Context: an optimization exercise on an open-source flow, tuned for small area. The choices shown serve that exercise and are no tape-out recipe. No functional check of the RTL was part of any run shown here. No activity file was given, so power comes from the tool's default toggle rates.

[flow/design.v]
`timescale 1 ns / 1 ps
module Shift_filter
				(
				i_clk,
				i_arst_n,
				i_filter,
				i_fop_fin,
				o_filter
				);
input	i_clk;
input	i_arst_n;
input 	[6:0]	i_fop_fin;
input	signed	[17:0]	i_filter;
output	reg signed	[17:0]	o_filter;
reg	[6:0]	phase;
reg		started;		 
reg	[3:0]	tap_k;
reg signed	[17:0]	hold_reg;
reg signed	[17:0]	ring [0:9];
reg signed	[24:0]	acc;
integer i;
wire	take = (phase == i_fop_fin);
always @(posedge i_clk, negedge i_arst_n) begin
	if (!i_arst_n) begin
		phase <= 0;
		started <= 0;
	end else begin
		phase <= take ? 7'd0 : phase + 1'b1;
		if (take)
			started <= 1;
	end
end
always @(posedge i_clk)
	if (!take)
		tap_k <= (tap_k == 0) ? 4'd9 : tap_k - 1'b1;
always @(posedge i_clk)
	if (take)
		hold_reg <= i_filter;
wire	early = ~|phase[6:4];
wire	w_tap = early & (phase[3:0] <= 4'd9);
wire	w_w0 = early & (phase[3:0] >= 4'd1) & (phase[3:0] <= 4'd10);
wire	w_h = early & (phase[3:0] == 4'd11);
wire	first = early & (phase[3:0] == 4'd0);
wire	k0 = (tap_k == 4'd0);
wire	k8 = (tap_k == 4'd9) | (tap_k == 4'd8) | (tap_k == 4'd2) | (tap_k == 4'd1);
wire	k11 = (tap_k == 4'd6) | (tap_k == 4'd4);
wire	k16 = (tap_k == 4'd5);
wire	kw0 = (tap_k == 4'd5) | (tap_k == 4'd3);
wire	ins = w_tap & k0;
always @(posedge i_clk) begin
	ring[0] <= started ? (ins ? hold_reg : ring[9]) : 18'd0;
	for (i = 1; i < 10; i = i + 1)
		ring[i] <= ring[i - 1];
end
wire signed	[17:0]	tap = ring[9];
wire signed	[17:0]	w0 = ring[0];
wire	p2 = w_tap & (k0 | k11);
wire	p3 = w_tap & k8;
wire	p_w0 = w_w0 & kw0;
wire	q_t = w_tap & k0;
wire	q4 = w_tap & (k11 | k16);
wire	[21:0]	p = ({22{p2}} & {{2{tap[17]}}, tap, 2'b0})
			| ({22{p3}} & {tap[17], tap, 3'b0})
			| ({22{p_w0}} & {{4{w0[17]}}, w0})
			| ({22{w_h}} & {{2{hold_reg[17]}}, hold_reg, 2'b0});
wire	[21:0]	q = ({22{q_t}} & {{4{tap[17]}}, tap})
			| ({22{q4}} & {tap, 4'b0})
			| ({22{w_h}} & {{4{hold_reg[17]}}, hold_reg});
wire	active = early & (phase[3:0] <= 4'd11);
wire	[24:0]	a = first ? 25'd16 : acc;
wire	[24:0]	b = {25{active}} & ~{{3{p[21]}}, p};
wire	[24:0]	c = {{3{q[21]}}, q};
wire	[24:0]	s = a ^ b ^ c;
wire	[24:0]	cy = {(a[23:0] & b[23:0]) | (a[23:0] & c[23:0]) | (b[23:0] & c[23:0]), active};
reg	[1:0]	cpend;
wire	[25:0]	ci;
wire	[24:0]	sum = s ^ cy ^ ci[24:0];
wire	[24:0]	co = (s & cy) | (s & ci[24:0]) | (cy & ci[24:0]);
assign	ci = {co[24:17], cpend[1], co[15:9], cpend[0], co[7:0], 1'b0};
always @(posedge i_clk) begin
	acc <= sum;
	cpend <= {co[16], co[8]};
end
wire	[17:0]	y = {acc[22:6], acc[5] & (|acc[4:0])};
wire	ovf = (acc[24:22] != 3'b000) && (acc[24:22] != 3'b111);
always @(posedge i_clk, negedge i_arst_n)
	if (!i_arst_n)
		o_filter <= 0;
	else if (started & ~early)
		o_filter <= ovf ? {acc[24], {17{~acc[24]}}} : y;
endmodule
[flow/run.sh]
#!/bin/bash
# synth_recipe.tcl (not shown) runs the flow's synth.tcl, then flattens the netlist and writes it again
# the make line also repeats each setting of config.mk as NAME=value (left out here)
make -C /OpenROAD-flow-scripts/flow DESIGN_CONFIG=/design/flow/config.mk WORK_HOME=/design/flow/orfs CLKGATE_MAP_FILE= SYNTH_SCRIPT=/design/flow/synth_recipe.tcl finish
[flow/config.mk]
export PLATFORM = sky130hd
export DESIGN_NAME = Shift_filter
export DESIGN_NICKNAME = Shift_filter
export VERILOG_FILES = /design/flow/design.v
export SDC_FILE = /design/flow/constraint.sdc
export NUM_CORES = 4
export LEC_CHECK = 0
export ABC_AREA = 1
export CAP_MARGIN = 20
export CORE_MARGIN = 2
export CORE_UTILIZATION = 40
export CTS_BUF_LIST = sky130_fd_sc_hd__clkbuf_16
export CTS_CLUSTER_DIAMETER = 80
export CTS_CLUSTER_SIZE = 30
export SLEW_MARGIN = 20
[flow/constraint.sdc]
create_clock -name core_clock -period 7.0 [get_ports {i_clk}]
set_input_delay 1.4000 -clock core_clock [delete_from_list [all_inputs] [get_ports {i_clk}]]
set_output_delay 1.4000 -clock core_clock [all_outputs]
set_load 0.01 [all_outputs]
==> key figures, run 1 <==
Power and ir drop
  – Total power: 0.003601 W
  – Power density over the cells: 367.2 nW/um^2
  – Leakage component of the power: 4.058 nW
  – Worst-case vdd ir drop: 0.0001757 V

Floorplanning
  – Standard-cell row count: 53
  – Num ports: 45
  – Die Area: 22920 sq um
  – Initial core utilization: 41.08%
  – Core outline area: 21150 sq um
  – Die extent in x: 151.4 um
  – Overall die height: 151.4 um

Clock network
  – Clock latency at the later pin of the worst-skew pair: 0.50 ns
  – TritonCTS clock tree: yes
  – H-tree depth: 1
  – Post-CTS resize count: 0
  – Number of buffers created by CTS: 13
  – CTS hold repair buffers: 0
  – Library cell used as clock root buffer: clkbuf_16
  – Post-CTS Repair Setup Buffers: 0
  – Maximum clock path buffer count: 3
  – Clock-pin slew reported for the worst setup and hold paths after clock tree synthesis: 0.11 ns
  – Clock sinks: 255

Worst setup path
  – Endpoint type of the worst setup path: flip-flop
  – Startpoint class of the critical path: flip-flop
  – Cells along the critical path: nor2_4, nand2_2, nor2_2, buf_4, inv_1, o21ai_0, a211oi_1, fa_1, inv_1, fa_1, inv_1, fa_1, fa_1, fa_1, fa_1, fa_1, fa_1, xor2_1, inv_1, nand4_1, nand2_1, nand3_1, nand2_1, inv_1
  – Worst endpoint data arrival time: 6.53 ns
  – Startpoint-to-endpoint class of the critical path: flip-flop to flip-flop
  – Max FO, Critical Path: 21
  – Most frequent CP cell: fa_1
  – Critical path's top delay family: adder cells
  – Worst Path Buf+Inv: 6
  – CP max-delay cell: fa_1
  – Data required time at the worst endpoint: 7.39 ns
  – Largest stage delay, worst path: 0.47 ns

Detailed routing
  – Wirelength, routed: 15.50 mm
  – Number of violations reported at the end of detailed-routing iteration 0: 327
  – Via Count: 5060
  – 1st-pass router iterations: 5
  – Count of antenna-violating nets left after detailed routing: 0
  – Average via count per standard cell: 4.655
  – Remaining design rule violation count: 0
  – Wirelength per Cell: 14.26 um

Logic synthesis
  – Synth Net Count: 844
  – Portion of the post-synthesis area used by sequential elements: 62.78%
  – Share of the synthesized area in the top cell type: 47.69%
  – Most area-hungry cell type in the Yosys netlist: dfxtp_1
  – Cell types occupying the most area after synthesis: dfxtp_1 48%, fa_1 11%, edfxtp_1 7.6%
  – Gate count after technology mapping: 759
  – Total number of yosys warnings: 2
  – Synth Cell Area: 8690 sq um
  – Number of different library cells in the post-synthesis netlist: 40
  – Number of storage elements in the synthesis netlist: 255
  – Average footprint of a synthesized cell: 11.45 sq um

Cells and area
  – Final Net Count: 890
  – Non-filler instance count after layout: 1087
  – Count of filler cells inserted in the layout: 1941
  – Area occupied by multi-input gates: 2719 sq um
  – Number of flip-flops in the largest register: 180
  – Count of inserted antenna diode cells: 0
  – Fraction of final layout cells sized beyond drive strength 1: 5.296%
  – Area growth, synth to finish: 12.87%
  – Finished Cell Area: 9808 sq um
  – FF/Latch Area: 5455 sq um

Timing
  – Slew at the pin closest to its max-slew limit: 0.5641 ns
  – Post-layout min period: 6.137 ns
  – RSZ-0062 raised after global routing: false
  – Worst clock skew: 0.03276 ns
  – FMAX: 163.0 MHz
  – Worst max-slew margin expressed relative to the limit: 62.16%
  – Portion of the clock cycle consumed by the worst path in the final layout: 87.67%
  – Sum of negative setup slack: 0 ns
  – Final setup violating endpoints: 0
  – Max-slew violations: 0
  – Hold_ws: 0.2967 ns
  – Number of hold violations in the final report: 0

Global routing
  – First-pass GRT wire length: 25.23 mm
  – Gr ovfl total: 0
  – Vias in the first global route: 4968
  – Global router's overall resource usage: 14.06%
  – Antenna violations before repair: 0
  – Pin count of the biggest net entering global routing: 37

Placed design
  – Count of placed standard cells including taps: 1065
  – Detail Placement HPWL: 11.54 mm
  – Gp weighted congestion: 0.9253
  – Count of input and output buffers: 44
  – Area after detailed placement: 9413 sq um

Job
  – Max-cap violations: 0

Hold path
  – Path class of the lowest-slack min-delay path: flip-flop to flip-flop

Run status
  – Outcome: finished clean
[cell usage in the layout, fill, tap and decap left out, types with 2 or more instances in the layout]
master / instances
nor2_4: 2
ha_1: 11
inv_1: 106
inv_2: 3
clkbuf_16: 13
o221ai_1: 5
xor2_1: 3
nand4_1: 2
o21ai_0: 34
nand3_1: 24
nor2_2: 3
buf_4: 7
a211oi_1: 6
nor3_1: 2
nand2_2: 3
fa_1: 47
dfxtp_1: 207
a21oi_1: 78
inv_12: 2
dfrtp_1: 26
edfxtp_1: 22
clkinv_1: 2
clkdlybuf4s50_1: 44
xnor2_1: 6
nand2_1: 95
nand3_2: 2
nor2_1: 23
nor3b_1: 2
inv_6: 2
o22ai_1: 19
[synth_stat cells]
cell type  number
fa_1           47
inv_1         103
or2_2           1
nor4_4          1
inv_2           3
nand4_1         2
nor3_4          1
clkinv_1        1
xnor2_1         6
nor2_2          3
buf_2           3
ha_1           11
nand3_1        24
nand2_2         3
o21ai_0        34
edfxtp_1       22
and3_1          1
dfrtp_1        26
a21oi_1        78
nor3_1          2
nand2_1        95
and2_1          1
nor3b_1         2
o21bai_1        1
o221ai_1        5
buf_4           5
nand3_2         2
dfxtp_1       207
clkbuf_1        9
buf_6           2
clkbuf_2        1
a31oi_4         1
o22ai_1        19
nor3_2          1
o311ai_0        1
a211oi_1        6
xor2_1          3
o2111ai_1       1
nor2_1         23
nor2_4          2
[where the power goes]
part / leakage [nW] / switching [W] / internal [W] / total, W
logic: 1.68 / 0.000570 / 0.000406 / 0.000975
clock network: 0.205 / 0.000460 / 0.000359 / 0.000820
registers: 2.18 / 0.000130 / 0.00168 / 0.00181
[area by class of cell]
cell class / instances / area share, %
clock buffer: 13 / 3.317
multi-input combinational: 377 / 27.72
sequential: 255 / 55.62
clock inverter: 9 / 0.7144
timing repair buffer: 51 / 5.026
tap: 275 / 3.508
inverter: 107 / 4.095
[final timing paths]
check	start	end	slack [ns]	depth (start not counted)
max	phase[4]	acc[24]	0.86	24
min	ring[5][6]	ring[6][6]	0.30	0
max reg2reg	phase[4]	acc[24]	0.86	24
min reg2reg	ring[5][6]	ring[6][6]	0.30	0
max in group asynchronous	i_arst_n	phase[0]	5.41	2
min in group asynchronous	i_arst_n	o_filter[12]	1.28	2
[metal layers]
layer  up-vias  share of wire, %  track usage, %
li1       2521                 -               -
met1      2370                50           21.19
met2       147                41           20.84
met3        22               6.3           2.620
met4         0               1.7           3.598
met5         -                 0               0
[kinds of logic after synthesis]
family / count (synthesis) / share of synthesized area (%)
simple gates: 164 / 8.596
xor+xnor: 9 / 0.9072
fa+ha+maj: 58 / 12.41
buf+inv: 127 / 5.932
flops: 255 / 62.78
compound gates: 146 / 9.374
[through the flow]
step | util, % | setup slack [ns]
after floorplan | - | 1.369
after global placement | 44.50 | 0.9834
after detailed placement | 44.50 | 0.8817
after CTS | 46.37 | 0.8553
after global routing | 46.37 | 0.4654
final | 46.37 | 0.8632
==> run 2, diff against run 1 <==
--- a/flow/config.mk
+++ b/flow/config.mk
@@ -10,6 +10,6 @@
 export CORE_MARGIN = 2
 export CORE_UTILIZATION = 40
 export CTS_BUF_LIST = sky130_fd_sc_hd__clkbuf_16
-export CTS_CLUSTER_DIAMETER = 80
-export CTS_CLUSTER_SIZE = 30
+export CTS_CLUSTER_DIAMETER = 60
+export CTS_CLUSTER_SIZE = 24
 export SLEW_MARGIN = 20
==> run 2 against run 1 <==
Still clean. Non-clock buffer count unchanged. Sequential share of layout area decreased by 1.2 points. Global-route usage increased by 0.12 points. Sequential cell count unchanged. Clock power increased by about 30%. Cell area increased by 2.1%. Register-to-register slack got worse by 0.03 ns. Clock-buffer cell count increased by 6. Critical path type unchanged.
==> key figures, run 2 <==
Worst setup path
  – Reg2Reg Capture Point: acc[24]
  – Count of cells along the worst register-to-register path: 24
  – Worst endpoint data arrival time: 6.57 ns
  – Register-to-Register Setup Slack: 0.83 ns
  – Data required time at the worst endpoint: 7.40 ns
  – Cells along the critical path: nor2_4, nand2_2, nor2_2, buf_4, inv_1, o21ai_0, a211oi_1, fa_1, inv_1, fa_1, inv_1, fa_1, fa_1, fa_1, fa_1, fa_1, fa_1, xor2_1, inv_1, nand4_1, nand2_1, nand3_1, nand2_1, inv_1
  – Endpoint type of the worst setup path: flip-flop
  – Largest stage delay, worst path: 0.47 ns
  – Reg-to-reg critical path startpoint: phase[4]
  – Startpoint-to-endpoint class of the critical path: flip-flop to flip-flop
  – CP max-delay cell: fa_1
  – Max FO, Critical Path: 21
  – Most frequent CP cell: fa_1
  – Startpoint class of the critical path: flip-flop

Power and ir drop
  – Leakage component of the power: 4.157 nW
  – Net load switching power: 0.001240 W
  – Power density over the cells: 384.4 nW/um^2
  – Proportion of power drawn by flip-flops and latches: 46.9%
  – Worst-case vdd ir drop: 0.0002493 V
  – Internal Dissipation: 0.002611 W
  – Fraction of power consumed by combinational cells: 25.4%
  – Clock power frac: 27.7%
  – Net switching fraction of the power: 32.20%

Clock network
  – Number of buffers created by CTS: 18
  – Clock latency at the later pin of the worst-skew pair: 0.50 ns
  – Library cell used as clock root buffer: clkbuf_16
  – TritonCTS clock tree: yes
  – Maximum clock path buffer count: 3
  – H-tree depth: 1
  – Clock sinks: 255
  – Post-CTS resize count: 0
  – Clock-pin slew reported for the worst setup and hold paths after clock tree synthesis: 0.08 ns
  – Post-CTS Repair Setup Buffers: 0
  – CTS hold repair buffers: 0

Global routing
  – Vias in the first global route: 5002
  – Layer carrying the most global-route usage: met2
  – Grt met1 use: 20.78%
  – Met2 GRT Util: 20.79%
  – First-pass GRT wire length: 25.27 mm
  – Global router's overall resource usage: 14.17%
  – Gr ovfl total: 0
  – Antenna violations before repair: 0
  – Pin count of the biggest net entering global routing: 37
  – GR Layer Usage met3: 2.952%

Cells and area
  – Non-filler instance count after layout: 1096
  – Most frequent cells in the layout: 207 x dfxtp_1, 105 x inv_1, 95 x nand2_1, 78 x a21oi_1, 47 x fa_1
  – Final Net Count: 895
  – Number of flip-flops in the largest register: 180
  – Most common library cell in the layout ignoring fill and taps: dfxtp_1
  – Count of filler cells inserted in the layout: 1934
  – Utilization after layout: 47.36%
  – Area growth, synth to finish: 15.29%
  – Count of inserted antenna diode cells: 0
  – Fraction of final layout cells sized beyond drive strength 1: 6.456%

Logic synthesis
  – Total number of yosys warnings: 2
  – Most used flip-flop cell after synthesis: dfxtp_1
  – Most used standard cells in the synthesized netlist: 207 x dfxtp_1, 103 x inv_1, 95 x nand2_1
  – Average footprint of a synthesized cell: 11.45 sq um
  – Synth Net Count: 844
  – Most common cell in the synthesized netlist: dfxtp_1
  – Share of the synthesized area in the top cell type: 47.69%
  – Gate count after technology mapping: 759
  – Cell types occupying the most area after synthesis: dfxtp_1 48%, fa_1 11%, edfxtp_1 7.6%
  – Portion of the post-synthesis area used by sequential elements: 62.78%
  – EDFF count, synth: 22
  – Synth Cell Area: 8690 sq um
  – Number of storage elements in the synthesis netlist: 255
  – Number of different library cells in the post-synthesis netlist: 40
  – Most area-hungry cell type in the Yosys netlist: dfxtp_1
  – Proportion of register bits with asynchronous set or reset after synthesis: 10.20%

Detailed routing
  – Average via count per standard cell: 4.692
  – Count of antenna-violating nets left after detailed routing: 0
  – Remaining design rule violation count: 0
  – Wirelength per Cell: 14.31 um
  – Via Count: 5142
  – 1st-pass router iterations: 5
  – Wirelength, routed: 15.69 mm
  – Number of violations reported at the end of detailed-routing iteration 0: 316

Floorplanning
  – Core outline area: 21150 sq um
  – Initial core utilization: 41.08%
  – Die extent in x: 151.4 um
  – Die Area: 22920 sq um
  – Overall die height: 151.4 um
  – Num ports: 45
  – Standard-cell row count: 53

Placed design
  – Gp weighted congestion: 0.9253
  – Detail Placement HPWL: 11.54 mm
  – Count of placed standard cells including taps: 1065
  – Count of input and output buffers: 44

Hold path
  – Path class of the lowest-slack min-delay path: flip-flop to flip-flop
  – Worst hold path cell count: 0
  – Worst hold endpoint: ring[2][3]
  – Worst Min Path Start: ring[1][3]

Timing
  – Worst clock skew: 0.01434 ns
  – Max-slew violations: 0
  – FMAX: 162.2 MHz
  – Number of hold violations in the final report: 0
  – Slew at the pin closest to its max-slew limit: 0.5695 ns
  – Portion of the clock cycle consumed by the worst path in the final layout: 88.08%
  – Post-layout min period: 6.166 ns
  – Worst max-slew margin expressed relative to the limit: 61.80%
  – Final setup violating endpoints: 0
  – RSZ-0062 raised after global routing: false
  – Sum of negative setup slack: 0 ns

Run status
  – Outcome: finished clean

Job
  – Max-cap violations: 0
-- run 2: cell count changes in the layout (fill, tap and decap cells not counted), sizes merged --
| cell | change |
|---|---|
| clkinv | +1 |
| clkbuf | +6 |
| inv | +2 |
-- run 2: layout make-up --
| cell class | count | area [sq um] | area share, % |
|---|---|---|---|
| Inverter | 107 | 401.6 | 4.009 |
| Timing Repair Buffer | 51 | 493.0 | 4.921 |
| Clock buffer | 19 | 475.5 | 4.746 |
| Sequential cell | 255 | 5455 | 54.45 |
| Tap cell | 275 | 344.1 | 3.434 |
| Multi-Input combinational cell | 377 | 2719 | 27.14 |
| Clock inverter | 12 | 130.1 | 1.299 |
-- run 2: through the flow --
step | power, W | hold slack (ns) | area [sq um] | worst slack, ns
floorplan | 0.002505 | 0.3096 | 8690 | 1.369
global placement | 0.002793 | 0.3097 | 9413 | 0.9834
detailed placement | 0.002829 | 0.3121 | 9413 | 0.8817
CTS | 0.003892 | 0.3170 | 10020 | 0.8411
global route | 0.004123 | 0.3208 | 10020 | 0.4782
finish | 0.003851 | 0.3175 | 10020 | 0.8341
-- run 2: how the worst max path moves through the flow --
stage / from / end / slack (ns) / cells after the start
2_1_floorplan: phase[1] / acc[24] / 1.37 / 27
3_5_place_dp: phase[4] / acc[24] / 0.88 / 24
3_3_place_gp: phase[4] / acc[24] / 0.98 / 24
6_report: phase[4] / acc[24] / 0.83 / 24
4_1_cts: phase[4] / acc[24] / 0.84 / 24
5_1_grt: phase[4] / acc[24] / 0.48 / 25
-- run 2: power groups by stage --
| stage | clock network [W] | registers [W] | logic, W |
|---|---|---|---|
| CTS | 0.00110 | 0.00181 | 0.000988 |
| finish | 0.00107 | 0.00181 | 0.000979 |
| global route | 0.00115 | 0.00183 | 0.00114 |
| floorplan | 0 | 0.00183 | 0.000675 |
| global placement | 0 | 0.00184 | 0.000954 |
| detailed placement | 0 | 0.00184 | 0.000988 |
-- run 2: routing by layer --
metal / vias to the layer above / wire [um]
li1: 2537 / -
met1: 2409 / 7878
met2: 165 / 6411
met3: 31 / 966
met4: 0 / 431
met5: - / 0
-- run 2: kinds of logic after synthesis --
kind of cell               after synthesis  synth area share, %
adders and majority gates               58                12.41
xor gates and xnor gates                 9               0.9072
DFF                                    255                62.78
buffers and inverters                  127                5.932
AOI/OAI and AO/OA                      146                9.374
and+or+nand+nor                        164                8.596
-- run 2: critical path: cells and delay by family, from the launching register on --
family	cells	cell delay (ns)
buf+inv	6	0.59
compound gates	2	0.26
flops	1	0.44
fa+ha+maj	8	3.35
simple gates	7	1.23
xor+xnor	1	0.18
==> run 3, diff against run 2 <==
==> flow/flow/run.sh (new file) <==
#!/bin/bash
# The standard layout (the standard.sh), with two changes to how it is made:
#  - Yosys's ABC step maps with an area-oriented script (flow/abc_area.script)
#    in place of ORFS's abc_area.script, in a copy of ORFS's scripts folder;
#  - the port buffers are plain buf_1 cells.
set -euo pipefail
rm -rf scripts_local
cp -r "$FLOW_HOME/scripts" scripts_local
cp flow/abc_area.script scripts_local/abc_area.script
bash standard.sh "SCRIPTS_DIR=$PWD/scripts_local" \
	"BUFFER_PORTS_ARGS=-buffer_cell sky130_fd_sc_hd__buf_1" finish > standard_flow.log 2>&1
==> flow/flow/abc_area.script (new file) <==
&get -n
&st
&dch
&nf -R 1000
&put
==> flow/standard.sh (new file) <==
#!/bin/bash
# synth_recipe.tcl (not shown) runs the flow's synth.tcl, then flattens the netlist and writes it again
# the make line also repeats each setting of config.mk as NAME=value (left out here)
make -C /OpenROAD-flow-scripts/flow DESIGN_CONFIG=/design/flow/config.mk WORK_HOME=/design/flow/orfs CLKGATE_MAP_FILE= SYNTH_SCRIPT=/design/flow/synth_recipe.tcl "${@:-finish}"
--- a/flow/config.mk
+++ b/flow/config.mk
@@ -10,6 +10,6 @@
 export CORE_MARGIN = 2
 export CORE_UTILIZATION = 40
 export CTS_BUF_LIST = sky130_fd_sc_hd__clkbuf_16
-export CTS_CLUSTER_DIAMETER = 60
-export CTS_CLUSTER_SIZE = 24
+export CTS_CLUSTER_DIAMETER = 80
+export CTS_CLUSTER_SIZE = 30
 export SLEW_MARGIN = 20
removed: flow/run.sh
==> run 3 against run 2 <==
Clock-buffer cell count is 5 lower. Sequential share of layout area is 3.9 points higher. First-iteration DRC count is 71% higher. Cell area is 6.8% lower. Power is 7.0% lower. Sequential cell count stayed put. Global-route usage is 1.4 points higher. Synthesized area is 4.7% lower. Combinational power is 6.5% lower. Fmax is 3.7% lower. Synthesized cell count is 14% lower. Critical endpoint is now acc[16]. Highest routed layer unchanged.
==> key figures, run 3 <==
Logic synthesis
  – Most used flip-flop cell after synthesis: dfxtp_1
  – Area share of xor/xnor cells in the synthesized design: 1.480%
  – Average footprint of a synthesized cell: 12.69 sq um
  – Share of the synthesized area in the top cell type: 50.02%
  – Number of storage elements in the synthesis netlist: 255
  – Gate count after technology mapping: 653
  – Most used standard cells in the synthesized netlist: 207 x dfxtp_1, 67 x nand2_1, 54 x nor2_1
  – Fraction of synthesized area in multiplexers: 0.1359%
  – Largest family of logic cells by synthesized area: adder cells
  – Share of synthesized cell area in and, or, nand and nor gates: 9.077%
  – Synth Cell Area: 8284 sq um
  – Portion of the post-synthesis area used by sequential elements: 65.85%
  – Proportion of register bits with asynchronous set or reset after synthesis: 10.20%
  – Most area-hungry cell type in the Yosys netlist: dfxtp_1
  – EDFF count, synth: 22
  – Number of different library cells in the post-synthesis netlist: 38
  – Total number of yosys warnings: 2
  – Complex-gate fraction of the synthesized area: 8.080%
  – Synth Net Count: 738
  – Adder-cell area share of the yosys netlist: 13.02%
  – Most common cell in the synthesized netlist: dfxtp_1
  – Cell types occupying the most area after synthesis: dfxtp_1 50%, fa_1 11%, edfxtp_1 8.0%

Detailed routing
  – 1st-pass router iterations: 8
  – Wirelength, routed: 16.47 mm
  – Wirelength per Cell: 16.40 um
  – Number of violations reported at the end of detailed-routing iteration 0: 539
  – Remaining design rule violation count: 0
  – Via Count: 4850
  – Count of antenna-violating nets left after detailed routing: 0
  – Average via count per standard cell: 4.831

Global routing
  – Pin count of the biggest net entering global routing: 32
  – Vias in the first global route: 5003
  – GR Layer Usage met3: 3.179%
  – Layer carrying the most global-route usage: met2
  – First-pass GRT wire length: 26.99 mm
  – Met2 GRT Util: 25.91%
  – Global router's overall resource usage: 15.61%
  – Antenna violations before repair: 0
  – Grt met1 use: 21.45%
  – Gr ovfl total: 0

Cells and area
  – Count of filler cells inserted in the layout: 1867
  – Most frequent cells in the layout: 207 x dfxtp_1, 67 x nand2_1, 54 x nor2_1, 52 x clkinv_1, 47 x fa_1
  – Number of flip-flops in the largest register: 180
  – Most common library cell in the layout ignoring fill and taps: dfxtp_1
  – Final Net Count: 813
  – FF/Latch Area: 5455 sq um
  – Count of inserted antenna diode cells: 0
  – Fraction of final layout cells sized beyond drive strength 1: 4.905%
  – Area occupied by multi-input gates: 2659 sq um
  – Area growth, synth to finish: 12.76%

Clock network
  – Clock-pin slew reported for the worst setup and hold paths after clock tree synthesis: 0.10 ns
  – Number of buffers created by CTS: 13
  – Post-CTS resize count: 0
  – Clock sinks: 255
  – Maximum clock path buffer count: 3
  – CTS hold repair buffers: 0
  – H-tree depth: 1
  – Library cell used as clock root buffer: clkbuf_16
  – TritonCTS clock tree: yes
  – Post-CTS Repair Setup Buffers: 0
  – Clock latency at the later pin of the worst-skew pair: 0.48 ns

Worst setup path
  – Endpoint type of the worst setup path: flip-flop
  – Worst endpoint data arrival time: 6.76 ns
  – Startpoint class of the critical path: flip-flop
  – Data required time at the worst endpoint: 7.35 ns
  – Max FO, Critical Path: 7
  – Startpoint-to-endpoint class of the critical path: flip-flop to flip-flop

Power and ir drop
  – Leakage component of the power: 3.600 nW
  – Worst-case vdd ir drop: 0.0002471 V
  – Power density over the cells: 383.3 nW/um^2

Placed design
  – Pre-CTS setup slack: 0.6144 ns
  – Detail Placement HPWL: 11.87 mm
  – Gp weighted congestion: 0.8435
  – Count of input and output buffers: 44

Floorplanning
  – Overall die height: 147.9 um
  – Die extent in x: 147.9 um
  – Num ports: 45
  – Standard-cell row count: 52
  – Die Area: 21880 sq um
  – Initial core utilization: 40.81%
  – Core outline area: 20300 sq um

Timing
  – Final setup violating endpoints: 0
  – Worst-case setup margin in the final layout: 0.5947 ns
  – Number of hold violations in the final report: 0
  – Max-slew violations: 0
  – Worst max-slew margin expressed relative to the limit: 47.54%
  – RSZ-0062 raised after global routing: false
  – Sum of negative setup slack: 0 ns
  – Post-layout min period: 6.405 ns
  – Worst clock skew: 0.03257 ns
  – Portion of the clock cycle consumed by the worst path in the final layout: 91.50%
  – Slew at the pin closest to its max-slew limit: 0.7864 ns
  – FMAX: 156.1 MHz

Hold path
  – Path class of the lowest-slack min-delay path: flip-flop to flip-flop

Run status
  – Outcome: finished clean

Job
  – Max-cap violations: 0
## run 3: changes by cell type in the layout (fill, tap and decap cells not counted), moves of 31 or more
| cell | change |
|---|---|
| a21oi_1 | -42 |
| buf_1 | +44 |
| clkdlybuf4s50_1 | -44 |
| clkinv_1 | +50 |
| inv_1 | -102 |
| nor2_1 | +31 |
## run 3: area by class of cell
class | count | share of cell area, %
Multi-Input combinational cell | 346 | 28.46
Tap cell | 270 | 3.616
Timing Repair Buffer | 60 | 3.054
Clock inverter | 7 | 0.6295
Inverter | 52 | 2.089
Sequential cell | 255 | 58.40
Clock buffer | 14 | 3.750
## run 3: logic make-up after synthesis
family | Yosys count
and+or+nand+nor | 171
buffers and inverters | 52
AOI/OAI and AO/OA | 102
DFF | 255
adders and majority gates | 58
xor gates and xnor gates | 14
muxes | 1
## run 3: report_power, final
group | switching, W | internal [W]
combinational | 0.000554 | 0.000361
clock | 0.000449 | 0.000378
sequential | 0.000154 | 0.00168
## run 3: critical path, stage by stage (launching register included)
cell,delay [ns]
dfrtp_1,0.46
nor3_1,0.33
nand2_1,0.25
clkinv_1,0.10
o21ai_0,0.18
a21oi_1,0.49
a222oi_1,0.20
and3_1,0.24
fa_1,0.45
clkinv_1,0.07
fa_1,0.16
clkinv_1,0.09
fa_1,0.46
fa_1,0.46
fa_1,0.46
fa_1,0.47
fa_1,0.46
fa_1,0.46
fa_1,0.49
## run 3: final timing paths
kind | slack [ns] | depth (start not counted) | from | endpoint
worst max-delay path | 0.59 | 18 | phase[4] | acc[16]
worst min-delay path | 0.31 | 0 | ring[7][5] | ring[8][5]
worst max register to register | 0.59 | 18 | phase[4] | acc[16]
worst min register to register | 0.31 | 0 | ring[7][5] | ring[8][5]
max in group asynchronous | 5.76 | 2 | i_arst_n | phase[1]
min in group asynchronous | 0.92 | 2 | i_arst_n | o_filter[15]
## run 3: metrics by stage
stage                     total power, W  hold slack, ns  util, %  std cells  instance area [sq um]
after floorplan                 0.002483          0.3096        -        653                   8290
final                           0.003581          0.3121    46.02       1004                   9341
after CTS                       0.003640          0.3119    46.02       1004                   9341
after global routing            0.003854          0.3035    46.02       1004                   9341
after global placement          0.002745          0.3096    44.00        983                   8932
after detailed placement        0.002809          0.3121    44.00        983                   8932
## run 3: layer usage
metal	wire length [um]	vias up	share of wire (%)
li1	-	2336	-
met1	7478	2356	45
met2	7735	138	47
met3	964	20	5.9
met4	291	0	1.8
met5	0	-	0
==> run 4, diff against run 3 <==
--- a/flow/design.v
+++ b/flow/design.v
@@ -54,33 +54,28 @@
 end
 wire signed	[17:0]	tap = ring[9];
 wire signed	[17:0]	w0 = ring[0];
-wire	p2 = w_tap & (k0 | k11);
-wire	p3 = w_tap & k8;
-wire	p_w0 = w_w0 & kw0;
+wire	p2 = w_tap & k0;
+wire	p3 = w_tap & (k8 | k11);
+wire	p4 = w_tap & k16;
+wire	neg = (w_tap & (k0 | k8)) | w_h;
 wire	q_t = w_tap & k0;
-wire	q4 = w_tap & (k11 | k16);
-wire	[21:0]	p = ({22{p2}} & {{2{tap[17]}}, tap, 2'b0})
+wire	q_t1 = w_tap & k11;
+wire	q_w0 = w_w0 & kw0;
+wire signed	[21:0]	p_mag = ({22{p2}} & {{2{tap[17]}}, tap, 2'b0})
 			| ({22{p3}} & {tap[17], tap, 3'b0})
-			| ({22{p_w0}} & {{4{w0[17]}}, w0})
+			| ({22{p4}} & {tap, 4'b0})
 			| ({22{w_h}} & {{2{hold_reg[17]}}, hold_reg, 2'b0});
-wire	[21:0]	q = ({22{q_t}} & {{4{tap[17]}}, tap})
-			| ({22{q4}} & {tap, 4'b0})
-			| ({22{w_h}} & {{4{hold_reg[17]}}, hold_reg});
-wire	active = early & (phase[3:0] <= 4'd11);
-wire	[24:0]	a = first ? 25'd16 : acc;
-wire	[24:0]	b = {25{active}} & ~{{3{p[21]}}, p};
-wire	[24:0]	c = {{3{q[21]}}, q};
+wire signed	[18:0]	q = ({19{q_t}} & {tap[17], tap})
+			| ({19{q_t1}} & {tap, 1'b0})
+			| ({19{q_w0}} & {w0[17], w0})
+			| ({19{w_h}} & {hold_reg[17], hold_reg});
+wire signed	[24:0]	a = first ? 25'sd16 : acc;
+wire signed	[24:0]	b = {{3{p_mag[21] ^ neg}}, p_mag ^ {22{neg}}};
+wire signed	[24:0]	c = {{6{q[18]}}, q};
 wire	[24:0]	s = a ^ b ^ c;
-wire	[24:0]	cy = {(a[23:0] & b[23:0]) | (a[23:0] & c[23:0]) | (b[23:0] & c[23:0]), active};
-reg	[1:0]	cpend;
-wire	[25:0]	ci;
-wire	[24:0]	sum = s ^ cy ^ ci[24:0];
-wire	[24:0]	co = (s & cy) | (s & ci[24:0]) | (cy & ci[24:0]);
-assign	ci = {co[24:17], cpend[1], co[15:9], cpend[0], co[7:0], 1'b0};
-always @(posedge i_clk) begin
-	acc <= sum;
-	cpend <= {co[16], co[8]};
-end
+wire	[24:0]	cy = {(a[23:0] & b[23:0]) | (a[23:0] & c[23:0]) | (b[23:0] & c[23:0]), neg};
+always @(posedge i_clk)
+	acc <= s + cy;
 wire	[17:0]	y = {acc[22:6], acc[5] & (|acc[4:0])};
 wire	ovf = (acc[24:22] != 3'b000) && (acc[24:22] != 3'b111);
 always @(posedge i_clk, negedge i_arst_n)
==> flow/run.sh (new file) <==
#!/bin/bash
# synth_recipe.tcl (not shown) runs the flow's synth.tcl, then flattens the netlist and writes it again
# the make line also repeats each setting of config.mk as NAME=value (left out here)
make -C /OpenROAD-flow-scripts/flow DESIGN_CONFIG=/design/flow/config.mk WORK_HOME=/design/flow/orfs CLKGATE_MAP_FILE= SYNTH_SCRIPT=/design/flow/synth_recipe.tcl finish
--- a/flow/config.mk
+++ b/flow/config.mk
@@ -9,7 +9,4 @@
 export CAP_MARGIN = 20
 export CORE_MARGIN = 2
 export CORE_UTILIZATION = 40
-export CTS_BUF_LIST = sky130_fd_sc_hd__clkbuf_16
-export CTS_CLUSTER_DIAMETER = 80
-export CTS_CLUSTER_SIZE = 30
 export SLEW_MARGIN = 20
removed: flow/flow/run.sh
removed: flow/flow/abc_area.script
removed: flow/standard.sh
==> run 4 against run 3 <==
Worst hold slack better by 0.0081 ns. Sequential power increased by 3%. Register-to-register slack better by 1.9 ns. Die area increased by 13%. Synthesized area rose by 14%. Fmax grew 43%. Final cell count up 30%. Via count up 28%. Clock power increased by 56%. Synthesized cell count grew 41%. Critical path type unchanged. Critical endpoint is now acc[24].
==> key figures, run 4 <==
Run status
  – Outcome: finished clean

Logic synthesis
  – Number of different library cells in the post-synthesis netlist: 45
  – Most used standard cells in the synthesized netlist: 205 x dfxtp_1, 146 x nand2_1, 102 x inv_1
  – Share of the synthesized area in the top cell type: 43.59%
  – Proportion of register bits with asynchronous set or reset after synthesis: 10.28%
  – Synth Net Count: 1003
  – Number of storage elements in the synthesis netlist: 253
  – EDFF count, synth: 22
  – Cell types occupying the most area after synthesis: dfxtp_1 44%, edfxtp_1 7.0%, dfrtp_1 6.9%
  – Synth Cell Area: 9414 sq um
  – Total number of yosys warnings: 2
  – Portion of the post-synthesis area used by sequential elements: 57.52%
  – Gate count after technology mapping: 918
  – Most common cell in the synthesized netlist: dfxtp_1
  – Most area-hungry cell type in the Yosys netlist: dfxtp_1
  – Average footprint of a synthesized cell: 10.25 sq um
  – Most used flip-flop cell after synthesis: dfxtp_1

Cells and area
  – Area growth, synth to finish: 16.69%
  – Count of inserted antenna diode cells: 0
  – Final Net Count: 1058
  – Fraction of final layout cells sized beyond drive strength 1: 7.972%
  – Non-filler instance count after layout: 1310
  – Most common library cell in the layout ignoring fill and taps: dfxtp_1
  – Number of flip-flops in the largest register: 180
  – Most frequent cells in the layout: 205 x dfxtp_1, 146 x nand2_1, 102 x inv_1, 57 x o21ai_0, 54 x a21oi_1

Worst setup path
  – Startpoint class of the critical path: flip-flop
  – Count of cells along the worst register-to-register path: 21
  – Register-to-Register Setup Slack: 2.51 ns
  – Startpoint-to-endpoint class of the critical path: flip-flop to flip-flop
  – Reg-to-reg critical path startpoint: tap_k[0]
  – Reg2Reg Capture Point: acc[24]
  – Max FO, Critical Path: 54
  – Endpoint type of the worst setup path: flip-flop
  – Worst endpoint data arrival time: 4.91 ns
  – Data required time at the worst endpoint: 7.42 ns

Global routing
  – Vias in the first global route: 6206
  – Gr ovfl total: 0
  – First-pass GRT wire length: 30.76 mm
  – Pin count of the biggest net entering global routing: 55
  – Antenna violations before repair: 0
  – Global router's overall resource usage: 15.56%

Timing
  – Sum of negative setup slack: 0 ns
  – Slew at the pin closest to its max-slew limit: 0.9107 ns
  – Post-layout min period: 4.491 ns
  – Worst max-slew margin expressed relative to the limit: 39.07%
  – Final setup violating endpoints: 0
  – FMAX: 222.7 MHz
  – Portion of the clock cycle consumed by the worst path in the final layout: 64.15%
  – Worst clock skew: 0.01505 ns
  – Max-slew violations: 0
  – Number of hold violations in the final report: 0
  – RSZ-0062 raised after global routing: false

Detailed routing
  – Average via count per standard cell: 4.747
  – Via Count: 6219
  – Number of violations reported at the end of detailed-routing iteration 0: 386
  – Wirelength per Cell: 14.30 um
  – 1st-pass router iterations: 5
  – Wirelength, routed: 18.73 mm
  – Count of antenna-violating nets left after detailed routing: 0
  – Remaining design rule violation count: 0

Placed design
  – Gp weighted congestion: 0.8778
  – Count of input and output buffers: 44
  – Detail Placement HPWL: 13.06 mm
  – Count of placed standard cells including taps: 1265

Power and ir drop
  – Proportion of power drawn by flip-flops and latches: 41.1%
  – Fraction of power consumed by combinational cells: 31.0%
  – Net load switching power: 0.001570 W
  – Net switching fraction of the power: 34.11%
  – Internal Dissipation: 0.003032 W
  – Clock power frac: 27.9%
  – Worst-case vdd ir drop: 0.0002162 V
  – Power density over the cells: 418.9 nW/um^2
  – Leakage component of the power: 4.960 nW

Hold path
  – Worst hold endpoint: ring[9][2]
  – Worst hold path cell count: 0
  – Worst Min Path Start: ring[8][2]
  – Path class of the lowest-slack min-delay path: flip-flop to flip-flop

Clock network
  – Post-CTS Repair Setup Buffers: 0
  – H-tree depth: 1
  – Post-CTS resize count: 0
  – Clock-pin slew reported for the worst setup and hold paths after clock tree synthesis: 0.06 ns
  – Clock sinks: 253
  – TritonCTS clock tree: yes
  – Library cell used as clock root buffer: clkbuf_16
  – Clock latency at the later pin of the worst-skew pair: 0.52 ns
  – Number of buffers created by CTS: 25
  – Maximum clock path buffer count: 3
  – CTS hold repair buffers: 0

Floorplanning
  – Standard-cell row count: 56
  – Die extent in x: 157.4 um
  – Num ports: 45
  – Core outline area: 23260 sq um
  – Die Area: 24780 sq um
  – Initial core utilization: 40.47%
  – Overall die height: 157.4 um

Job
  – Max-cap violations: 0
[run 4: cell types whose count changed in the layout (fill, tap and decap cells not counted), moves of 18 or more]
cell	change
clkdlybuf4s50_1	+44
ha_1	+22
a21oi_1	+18
a222oi_1	-20
nand2_1	+79
fa_1	-22
inv_1	+99
xor2_1	+26
clkinv_1	-52
o21ai_0	+32
buf_1	-44
[run 4: how the worst max path moves through the flow]
| stage | endpoint | slack [ns] | from | cells past startpoint |
|---|---|---|---|---|
| 2_1_floorplan | acc[18] | 3.37 | phase[0] | 17 |
| 3_3_place_gp | acc[24] | 2.59 | tap_k[0] | 21 |
| 3_5_place_dp | acc[23] | 2.48 | tap_k[0] | 20 |
| 4_1_cts | acc[23] | 2.46 | tap_k[0] | 20 |
| 5_1_grt | acc[17] | 2.03 | tap_k[0] | 18 |
| 6_report | acc[24] | 2.51 | tap_k[0] | 21 |
[run 4: worst max-delay path: stages (launching register included)]
cell and delay (ns):
edfxtp_1 0.43, inv_1 0.14, ha_1 0.20, inv_1 0.09
nor3_4 0.25, nand3_4 0.45, nand3_4 0.54, inv_4 0.13
xor2_1 0.20, fa_1 0.40, inv_1 0.07, ha_1 0.30
a21oi_1 0.26, o21ai_0 0.16, nand2_1 0.08, nand2_1 0.07
nand2_1 0.06, nand3_1 0.14, a21oi_1 0.22, inv_1 0.06
nand2_1 0.06, nand2_1 0.04
[run 4: power groups by stage]
| stage | logic, W | registers, W | clock network [W] |
|---|---|---|---|
| after floorplan | 0.00105 | 0.00188 | 0 |
| after global placement | 0.00142 | 0.00192 | 0 |
| after detailed placement | 0.00143 | 0.00192 | 0 |
| after CTS | 0.00144 | 0.00189 | 0.00132 |
| after global routing | 0.00165 | 0.00192 | 0.00138 |
| final | 0.00143 | 0.00189 | 0.00129 |
[run 4: kinds of logic after synthesis]
family | after synthesis | synth area share (%)
compound gates | 175 | 10.93
xor+xnor | 47 | 4.373
fa+ha+maj | 58 | 9.702
buf+inv | 133 | 5.569
flops | 253 | 57.52
simple gates | 252 | 11.91
[run 4: area by class of cell]
class	instances	area, sq um
Multi-Input combinational cell	532	3477
Sequential cell	253	5415
Fill cell	2217	12280
Clock buffer	38	745.7
Tap cell	319	399.1
Inverter	115	434.2
Timing Repair Buffer	46	455.4
Clock inverter	7	58.81
[run 4: routing by layer]
layer	up-vias	global-route usage [%]	share of wire, %
met1	2935	20.87	48
met5	-	0	0
li1	3116	-	-
met2	132	25.54	45
met4	0	5.801	3.3
met3	36	2.285	4.2
[run 4: stage by stage]
step | cell area [sq um] | total power (W) | setup WS, ns | utilization, % | hold WS (ns)
after floorplan | 9414 | 0.002934 | 3.366 | - | 0.3096
after global placement | 10180 | 0.003345 | 2.585 | 43.77 | 0.3100
after detailed placement | 10180 | 0.003355 | 2.479 | 43.77 | 0.3121
after CTS | 10990 | 0.004658 | 2.463 | 47.22 | 0.3207
after global routing | 10990 | 0.004950 | 2.035 | 47.22 | 0.3273
final | 10990 | 0.004602 | 2.509 | 47.22 | 0.3202
==> run 5, diff against run 4 <==
==> flow/design.v (replaced) <==
`timescale 1 ns / 1 ps
module Shift_filter
				(
				i_clk,
				i_arst_n,
				i_filter,
				i_fop_fin,
				o_filter
				);
input	i_clk;
input	i_arst_n;
input 	[6:0]	i_fop_fin;		
input	signed	[17:0]	i_filter;	
output	reg signed	[17:0]	o_filter;	
reg signed	[17:0]	mem_reg [0:10];
reg signed	[21:0]	mux_select_reg;
reg signed	[21:0]	inv_mux_select_reg;
reg signed	[21:0]	accum_add;
reg signed	[21:0]	select_add;
reg signed	[24:0]	r_accum;
reg signed	[19:0]	round_accum;
reg 	mux_select_mode;	
reg 	sync_rst_n;
reg [6:0]	counter;
integer i;
always @(posedge i_clk, negedge i_arst_n)begin:	COUNTER
	if(!i_arst_n) begin
		counter <= 0;
		sync_rst_n <= 1;
	end	else begin
		if(counter == 5'b1111)
			sync_rst_n <= 0;
		if(counter == i_fop_fin) begin
			counter <= 0;
			sync_rst_n <= 1;
		end	else begin
			counter <= counter + 1'b1;
		end
	end
end 	 
always @(posedge i_clk, negedge i_arst_n)begin:	INPUT_REGISTER
	if(!i_arst_n) 
		for(i = 0; i < 11; i = i + 1)
			mem_reg[i] <= 0;
	else 
		if(counter == i_fop_fin) begin
			mem_reg[0] <= i_filter;
			for(i = 1; i < 11; i = i + 1)
				mem_reg[i] <= mem_reg[i - 1];
		end
end 	 
always @*begin:	MUX1_17X15	 
	case(counter[3:0])
	1:	begin	
			mux_select_reg = mem_reg[0];
			mux_select_mode = 1;
		end
	2:	begin
			mux_select_reg = mem_reg[0]<<1;
			mux_select_mode = 1;
		end	
	3:	begin
			mux_select_reg = mem_reg[1]<<3;
			mux_select_mode = 1;
		end
	4:	begin	
			mux_select_reg = mem_reg[2]<<3;
			mux_select_mode = 1;
		end		
	5:	begin
			mux_select_reg = mem_reg[4]<<3;
			mux_select_mode = 0;
		end
	6:	begin
			mux_select_reg = mem_reg[4]<<1;	
			mux_select_mode = 0;
		end
	7:	begin	
			mux_select_reg = mem_reg[4];
			mux_select_mode = 0;
		end	
	8:	begin
			mux_select_reg = mem_reg[5]<<4;
			mux_select_mode = 0;
		end
	9:	begin
			mux_select_reg = mem_reg[6]<<3;
			mux_select_mode = 0;
		end
	10:	begin
			mux_select_reg = mem_reg[6]<<1;
			mux_select_mode = 0;
		end
	11:	begin
			mux_select_reg = mem_reg[6];
			mux_select_mode = 0;
		end
	12:	begin
			mux_select_reg = mem_reg[8]<<3;
			mux_select_mode = 1;
		end
	13:	begin
			mux_select_reg = mem_reg[9]<<3;
			mux_select_mode = 1;
		end
	14:	begin	
			mux_select_reg = mem_reg[10]<<1;
			mux_select_mode = 1;
		end
	15:	begin
			mux_select_reg = mem_reg[10];
			mux_select_mode = 1;
		end
	default:	begin
					mux_select_reg = 0;
					mux_select_mode = 0;
				end
	endcase
end 	 
always @*	begin:	INV
	if(mux_select_reg[21]&&~(|mux_select_reg[20:0]))
		inv_mux_select_reg = 22'h1FFFF;
	else
		inv_mux_select_reg = ~mux_select_reg + 1'b1;
end 	 
always @*
begin:	MUX2_2X22
	case(mux_select_mode)
	0:	select_add = mux_select_reg;
	1:	select_add = inv_mux_select_reg;
	endcase
end 	 
always @(posedge i_clk)	begin:	ACCUM 	 
	accum_add = select_add & {25{sync_rst_n}};
	if(~(|counter)) 
		r_accum <= 0;
	else
		r_accum <= r_accum + accum_add;	
end 	 
always @*	begin:	ROUND	 
	round_accum = r_accum[24:5] + {r_accum[4]&&(|r_accum[3:0]||r_accum[5])};
end 	 
always @(posedge i_clk, negedge i_arst_n)begin: 	O_FILTER 	 
	if(!i_arst_n)
		o_filter <= 0;
	else if(!sync_rst_n)begin
			if((round_accum[19:17] == 3'b000) || (round_accum[19:17] == 3'b111))
				o_filter <= round_accum[17:0];
			else
				case(round_accum[19])
				0:	o_filter <= 18'h1_FFFF;	
				1:	o_filter <= 18'h2_0000;
				endcase
		end
end 	 
endmodule
--- a/flow/config.mk
+++ b/flow/config.mk
@@ -5,7 +5,6 @@
 export SDC_FILE = /design/flow/constraint.sdc
 export NUM_CORES = 4
 export LEC_CHECK = 0
-export ABC_AREA = 1
 export CAP_MARGIN = 20
 export CORE_MARGIN = 2
 export CORE_UTILIZATION = 40
==> run 5 against run 4 <==
Final cell count is 27% higher. First-iteration DRC count grew to 2.5 times the previous value. Non-clock buffer count is 16 higher.
==> key figures, run 5 <==
Floorplanning
  – Die extent in x: 186.8 um
  – Initial core utilization: 40.87%
  – Standard-cell row count: 66
  – Num ports: 45
  – Overall die height: 186.8 um
  – Die Area: 34890 sq um
  – Core outline area: 32700 sq um

Power and ir drop
  – Net load switching power: 0.002524 W
  – Net switching fraction of the power: 40.03%
  – Fraction of power consumed by combinational cells: 44.5%
  – Internal Dissipation: 0.003781 W
  – Clock power frac: 23.0%
  – Power density over the cells: 416.9 nW/um^2
  – Proportion of power drawn by flip-flops and latches: 32.5%
  – Worst-case vdd ir drop: 0.0001850 V
  – Leakage component of the power: 6.684 nW

Clock network
  – Clock-pin slew reported for the worst setup and hold paths after clock tree synthesis: 0.06 ns
  – Clock latency at the later pin of the worst-skew pair: 0.55 ns
  – Post-CTS Repair Setup Buffers: 0
  – Number of buffers created by CTS: 28
  – Maximum clock path buffer count: 3
  – H-tree depth: 1
  – TritonCTS clock tree: yes
  – Library cell used as clock root buffer: clkbuf_16
  – CTS hold repair buffers: 0
  – Post-CTS resize count: 0
  – Clock sinks: 249

Global routing
  – Global router's overall resource usage: 17.92%
  – Gr ovfl total: 0
  – First-pass GRT wire length: 51.47 mm
  – Pin count of the biggest net entering global routing: 195
  – Antenna violations before repair: 0
  – Vias in the first global route: 9406

Placed design
  – Count of input and output buffers: 44
  – Pre-CTS setup slack: 1.259 ns
  – Detail Placement HPWL: 21.90 mm
  – Gp weighted congestion: 0.8645

Worst setup path
  – CP Depth: 19
  – Data required time at the worst endpoint: 7.47 ns
  – Critical path's top delay family: compound AO/OA/AOI/OAI gates
  – Largest stage delay, worst path: 0.91 ns
  – Max FO, Critical Path: 51
  – Count of cells along the worst register-to-register path: 19
  – Register-to-Register Setup Slack: 1.19 ns
  – Worst endpoint data arrival time: 6.29 ns
  – Startpoint-to-endpoint class of the critical path: flip-flop to flip-flop
  – Endpoint type of the worst setup path: flip-flop
  – CP max-delay cell: dfrtp_2
  – Worst Path Buf+Inv: 0
  – Reg2Reg Capture Point: r_accum[24]
  – Reg-to-reg critical path startpoint: counter[2]
  – Cells along the critical path: nor2b_1, a22o_1, a222oi_1, nand3_1, nor3_4, and2_1, a21oi_1, xnor2_1, and2_1, ha_1, a21oi_1, nand2_1, or2_2, o221a_2, o41a_1, a21o_1, a311o_1, a21o_1, a21oi_2
  – Startpoint class of the critical path: flip-flop

Cells and area
  – Most common library cell in the layout ignoring fill and taps: dfrtp_1
  – Area growth, synth to finish: 13.17%
  – Count of inserted antenna diode cells: 0
  – Most frequent cells in the layout: 221 x dfrtp_1, 209 x mux2_2, 65 x nor2_1, 57 x nand2_1
  – Fraction of final layout cells sized beyond drive strength 1: 23.86%
  – Final Net Count: 1267
  – Number of flip-flops in the largest register: 198
  – Utilization after layout: 46.25%

Timing
  – Sum of negative setup slack: 0 ns
  – Worst clock skew: 0.02368 ns
  – Slew at the pin closest to its max-slew limit: 1.151 ns
  – Final setup violating endpoints: 0
  – RSZ-0062 raised after global routing: false
  – Max-slew violations: 0
  – Worst-case setup margin in the final layout: 1.187 ns
  – Worst max-slew margin expressed relative to the limit: 23.26%
  – Portion of the clock cycle consumed by the worst path in the final layout: 83.05%
  – FMAX: 172.0 MHz
  – Number of hold violations in the final report: 0
  – Post-layout min period: 5.813 ns

Detailed routing
  – Remaining design rule violation count: 0
  – Wirelength per Cell: 18.93 um
  – Via Count: 9659
  – 1st-pass router iterations: 8
  – Wirelength, routed: 31.61 mm
  – Number of violations reported at the end of detailed-routing iteration 0: 968
  – Average via count per standard cell: 5.784
  – Count of antenna-violating nets left after detailed routing: 0

Logic synthesis
  – Complex-gate fraction of the synthesized area: 14.61%
  – Portion of the post-synthesis area used by sequential elements: 45.70%
  – Share of the synthesized area in the top cell type: 41.76%
  – Average footprint of a synthesized cell: 11.20 sq um
  – EDFF count, synth: 0
  – Largest family of logic cells by synthesized area: multiplexers
  – Share of synthesized cell area in and, or, nand and nor gates: 9.372%
  – Synth Cell Area: 13360 sq um
  – Area share of xor/xnor cells in the synthesized design: 4.129%
  – Cell types occupying the most area after synthesis: dfrtp_1 42%, mux2_2 18%, dfxtp_1 3.7%
  – Total number of yosys warnings: 2
  – Gate count after technology mapping: 1193
  – Most area-hungry cell type in the Yosys netlist: dfrtp_1
  – Most used standard cells in the synthesized netlist: 223 x dfrtp_1, 209 x mux2_2, 65 x nor2_1
  – Number of storage elements in the synthesis netlist: 249
  – Number of different library cells in the post-synthesis netlist: 79
  – Fraction of synthesized area in multiplexers: 19.91%
  – Most common cell in the synthesized netlist: dfrtp_1
  – Most used flip-flop cell after synthesis: dfrtp_1
  – Adder-cell area share of the yosys netlist: 3.052%
  – Synth Net Count: 1252
  – Proportion of register bits with asynchronous set or reset after synthesis: 89.96%

Job
  – Max-cap violations: 0

Hold path
  – Path class of the lowest-slack min-delay path: flip-flop to flip-flop
  – Worst hold endpoint: o_filter[2]
  – Worst hold path cell count: 1
  – Worst Min Path Start: o_filter[2]

Run status
  – Outcome: finished clean
-- run 5: metal layers --
layer	up-vias	routed length, um	track usage (%)
li1	4505	-	-
met2	275	14030	27.72
met5	-	0	0
met3	57	1744	2.633
met1	4822	15130	26.27
met4	0	706	4.792
-- run 5: worst register-to-register path, delay by kind of cell (launching register included) --
kind                     cells  cell delay (ns)
adder cells (fa/ha/maj)      1             0.33
AO/OA/AOI/OAI               10             2.55
XOR/XNOR                     1             0.17
AND/OR/NAND/NOR              7             1.80
flip-flops                   1             0.91
-- run 5: through the flow --
step                hold WS [ns]  std cells  total power (W)  cell area (sq um)
floorplan                 0.4750       1193         0.004119              13360
global placement          0.4638       1619         0.004820              14170
detailed placement        0.4672       1619         0.004862              14170
CTS                       0.4813       1669         0.006338              15100
global route              0.4990       1670         0.006762              15120
finish                    0.4736       1670         0.006305              15120
-- run 5: worst max-delay path by stage --
stage                           from           to  slack [ns]
after floorplan           counter[0]  r_accum[24]        1.99
after detailed placement  counter[2]  r_accum[24]        1.26
after global routing      counter[2]  r_accum[24]        0.69
final                     counter[2]  r_accum[24]        1.19
after global placement    counter[0]  r_accum[24]        1.38
after CTS                 counter[2]  r_accum[24]        1.23
-- run 5: logic make-up (layout without fill, tap and decap cells) --
| kind of cell | after synthesis | after routing |
|---|---|---|
| simple gates | 253 | 253 |
| fa+ha+maj | 32 | 32 |
| buf+inv | 95 | 130 |
| compound gates | 268 | 268 |
| flops | 249 | 249 |
| mux | 233 | 233 |
| xor+xnor | 63 | 63 |
-- run 5: final cells by class --
| class | instances | area [sq um] |
|---|---|---|
| Sequential cell | 249 | 6110 |
| Inverter | 18 | 67.56 |
| Clock buffer | 43 | 858.3 |
| Multi-Input combinational cell | 849 | 6844 |
| Timing Repair Buffer | 62 | 625.6 |
| Tap cell | 442 | 553.0 |
| Fill cell | 3092 | 17580 |
| Clock inverter | 7 | 66.31 |
-- run 5: power by group through the flow --
stage               sequential (W)  combinational [W]  clock (W)
floorplan                  0.00191            0.00221          0
global placement           0.00207            0.00275          0
detailed placement         0.00207            0.00279          0
CTS                        0.00205            0.00280    0.00149
global route               0.00209            0.00311    0.00156
finish                     0.00205            0.00281    0.00145

-- separate check: timing with driven ports --
How much do the figures lean on ideal ports? The routed layouts below were timed once more, with nothing changed but the port constraints.
Step 1 assumes that a clkbuf_16 drives the clock port and a buf_2 every other input.
Step 2 adds t to the input delays and takes it off the output delays; t is the mean of the earliest and latest rising clock arrival at the registers after step 1. Input paths then give back, and output paths get back, about the clock's delay inside the block.
Slacks: ideal ports / drivers / drivers and shift; pairs: ideal ports / drivers.
run | t (ns) | setup slack, ns | cell pins on the clock port's net
run 1 | 0.524 | 0.863 / 0.863 / 0.863 | 1
run 2 | 0.538 | 0.834 / 0.834 / 0.834 | 1
run 3 | 0.506 | 0.595 / 0.595 / 0.595 | 1
run 4 | 0.562 | 2.509 / 2.509 / 2.509 | 1
run 5 | 0.586 | 1.187 / 1.187 / 1.187 | 1
After both steps setup and hold are still met in every run listed.
